Source: an optimization exercise on an open RTL-to-GDS flow (aim: small area and a short achievable clock period). Production flows keep margins and buffers that such runs may drop. The RTL was checked by simulation tests, not by an equivalence proof against the original design. No activity file was given, so power comes from the tool's default toggle rates.

==> module mavg_sum_n, before the edit <==
module mavg_sum_n #(parameter W = 20) (
	input  [W-1:0] p,
	input  [W-1:0] cn,
	output [W-1:0] sn
);
	assign sn = p ^ {cn[W-2:0], 1'b1};
endmodule
==> module mavg_hold, before the edit <==
module mavg_hold #(parameter W = 20) (
	input  [W-1:0] an,
	input  [W-1:0] bn,
	input          en,
	output [W-1:0] y
);
	assign y = ~(en ? an : bn);
endmodule
==> module moving_avg_filter, before the edit <==
module moving_avg_filter #(
	parameter WIDTH = 16,
	parameter N     = 16
)(
	input                         clk,
	input                         rst_n,
	input                         in_valid,
	input      signed [WIDTH-1:0] in_sample,
	output reg                    out_valid,
	output     signed [WIDTH-1:0] out_sample
);
	localparam SHIFT = 4;
	localparam W = WIDTH + SHIFT;
	reg [WIDTH-1:0] window [0:N-2];
	reg [WIDTH-1:0] oldest;   
	reg [SHIFT-1:0] count;    
	reg             full;     
	reg [W-1:0]     sum;
	wire fills = full | (&count);   
	wire [W-1:0] b = {{SHIFT{oldest[WIDTH-1]}}, oldest};
	wire [W-1:0] c = {{SHIFT{in_sample[WIDTH-1]}}, in_sample};
	wire [W-1:0] next_sum_n, sum_n;
	wire [W-1:0] u, v, sn, kn, g0, p0, gn1, pn1, g2, p2, gn3, pn3, g4, p4, gn5, pn5, next_sum;
	mavg_pre_u             u_pru (.a(sum), .b(b), .u(u));
	mavg_pre_v             u_prv (.a(sum), .b(b), .v(v));
	mavg_merge_s           u_mgs (.u(u), .c(c), .sn(sn));
	mavg_merge_k           u_mgk (.u(u), .v(v), .c(c), .kn(kn));
	mavg_prop              u_prp (.sn(sn), .kn(kn), .p(p0));
	mavg_gen               u_gen (.sn(sn), .kn(kn), .g(g0));
	mavg_ks_inv  #(.D(1))  u_ks1 (.g(g0),   .p(p0),   .gn(gn1), .pn(pn1));
	mavg_ks_true #(.D(2))  u_ks2 (.gn(gn1), .pn(pn1), .g(g2),   .p(p2));
	mavg_ks_inv  #(.D(4))  u_ks3 (.g(g2),   .p(p2),   .gn(gn3), .pn(pn3));
	mavg_ks_true #(.D(8))  u_ks4 (.gn(gn3), .pn(pn3), .g(g4),   .p(p4));
	mavg_ks_inv  #(.D(16)) u_ks5 (.g(g4),   .p(p4),   .gn(gn5), .pn(pn5));
	mavg_sum_n             u_sum (.p(p0), .cn(gn5), .sn(next_sum_n));
	mavg_hold              u_hld (.an(next_sum_n), .bn(sum_n), .en(in_valid), .y(next_sum));
	assign sum_n = ~sum;
	integer i;
	always @(posedge clk) begin
		if (in_valid) begin
			window[0] <= in_sample;
			for (i = 1; i < N-1; i = i + 1)
				window[i] <= window[i-1];
		end
	end
	always @(posedge clk or negedge rst_n) begin
		if (!rst_n) begin
			oldest    <= {WIDTH{1'b0}};
			sum       <= {W{1'b0}};
			count     <= {SHIFT{1'b0}};
			full      <= 1'b0;
			out_valid <= 1'b0;
		end else begin
			sum       <= next_sum;
			out_valid <= 1'b0;
			if (in_valid) begin
				oldest    <= fills ? window[N-2] : {WIDTH{1'b0}};
				count     <= count + 1'b1;
				if (&count) full <= 1'b1;
				out_valid <= fills;
			end
		end
	end
	assign out_sample = sum[W-1:SHIFT];
endmodule
export LEC_CHECK = 0
export CAP_MARGIN = 20
export CORE_MARGIN = 2
export CORE_UTILIZATION = 40
export CTS_BUF_LIST = sky130_fd_sc_hd__clkbuf_16
export CTS_CLUSTER_DIAMETER = 100
export CTS_CLUSTER_SIZE = 24
export SETUP_SLACK_MARGIN = 2.2
export SLEW_MARGIN = 20
export SYNTH_HIERARCHICAL = 1
create_clock -name core_clock -period 4.8 [get_ports {clk}]
standard.sh (not shown) runs the stock make flow with config.mk's settings and CLKGATE_MAP_FILE= SYNTH_SCRIPT=/design/flow/synth_recipe.tcl, a recipe that flattens the netlist after the stock synthesis.
==> flow/flow/run.sh <==
#!/bin/bash
# The standard layout (standard.sh, unchanged synthesis), except that the
# port buffers that global placement inserts are plain buf_2 cells instead of
# the delay buffers buffer_ports picks by default.
set -euo pipefail
export BUFFER_PORTS_ARGS="-buffer_cell sky130_fd_sc_hd__buf_2"
bash standard.sh > flow_make.log 2>&1
Change:
--- a/flow/design.v
+++ b/flow/design.v
@@ -78,22 +78,16 @@
 			end
 		end
 	endgenerate
 endmodule
-module mavg_sum_n #(parameter W = 20) (
+module mavg_sum #(parameter W = 20) (
 	input  [W-1:0] p,
 	input  [W-1:0] cn,
-	output [W-1:0] sn
+	input  [W-1:0] hold,
+	input          en,
+	output [W-1:0] s
 );
-	assign sn = p ^ {cn[W-2:0], 1'b1};
-endmodule
-module mavg_hold #(parameter W = 20) (
-	input  [W-1:0] an,
-	input  [W-1:0] bn,
-	input          en,
-	output [W-1:0] y
-);
-	assign y = ~(en ? an : bn);
+	assign s = en ? (p ^ ~{cn[W-2:0], 1'b1}) : hold;
 endmodule
 module moving_avg_filter #(
 	parameter WIDTH = 16,
 	parameter N     = 16
@@ -114,9 +108,8 @@
 	reg [W-1:0]     sum;
 	wire fills = full | (&count);   
 	wire [W-1:0] b = {{SHIFT{oldest[WIDTH-1]}}, oldest};
 	wire [W-1:0] c = {{SHIFT{in_sample[WIDTH-1]}}, in_sample};
-	wire [W-1:0] next_sum_n, sum_n;
 	wire [W-1:0] u, v, sn, kn, g0, p0, gn1, pn1, g2, p2, gn3, pn3, g4, p4, gn5, pn5, next_sum;
 	mavg_pre_u             u_pru (.a(sum), .b(b), .u(u));
 	mavg_pre_v             u_prv (.a(sum), .b(b), .v(v));
 	mavg_merge_s           u_mgs (.u(u), .c(c), .sn(sn));
@@ -127,11 +120,9 @@
 	mavg_ks_true #(.D(2))  u_ks2 (.gn(gn1), .pn(pn1), .g(g2),   .p(p2));
 	mavg_ks_inv  #(.D(4))  u_ks3 (.g(g2),   .p(p2),   .gn(gn3), .pn(pn3));
 	mavg_ks_true #(.D(8))  u_ks4 (.gn(gn3), .pn(pn3), .g(g4),   .p(p4));
 	mavg_ks_inv  #(.D(16)) u_ks5 (.g(g4),   .p(p4),   .gn(gn5), .pn(pn5));
-	mavg_sum_n             u_sum (.p(p0), .cn(gn5), .sn(next_sum_n));
-	mavg_hold              u_hld (.an(next_sum_n), .bn(sum_n), .en(in_valid), .y(next_sum));
-	assign sum_n = ~sum;
+	mavg_sum               u_sum (.p(p0), .cn(gn5), .hold(sum), .en(in_valid), .s(next_sum));
 	integer i;
 	always @(posedge clk) begin
 		if (in_valid) begin
 			window[0] <= in_sample;
Outcome: The new run passed the timing, DRC and antenna checks; sequential cell count does not change; die area stays flat; maximum frequency falls by 1.4%; total power rises by 5.8%; via count barely changes; worst setup slack is worse by 0.034 ns; global-route usage rises by 0.27 points; area after synthesis stays flat; wire length rises by 1.6%; critical path depth rises by 1; non-clock buffer count rises by 6; first-iteration DRC count rises by 7.5%; combinational power rises by 14%.

-- separate check: timing with driven ports --
The results above use ideal ports. As a check the final layouts listed here were re-extracted and re-timed, cells and wires unchanged.
Step 1: set_driving_cell puts a clkbuf_16 on clk and a buf_2 on each other input, an assumption about the parent block.
Step 2 moves the port delays by t, midway between the first and last clock arrival at a register: inputs arrive t later, outputs are due t later. That takes back most of the time a late clock gives input paths.
a / b / c = ideal ports / drivers / drivers and shift; a / b = the first two.
run	t, ns	setup slack, ns	worst setup path after step 2	worst data-port slew with drivers (ns)	cell pins on the clock port's net
the first run	0.540	2.368 / 2.368 / 1.919	input to register	0.06	1
the second run	0.534	2.333 / 2.333 / 1.898	input to register	0.05	1
After both steps every run listed still meets setup and hold. For the first run, which loses most, drivers alone change the setup slack by 0.000 ns; drivers and shift together by -0.449 ns.
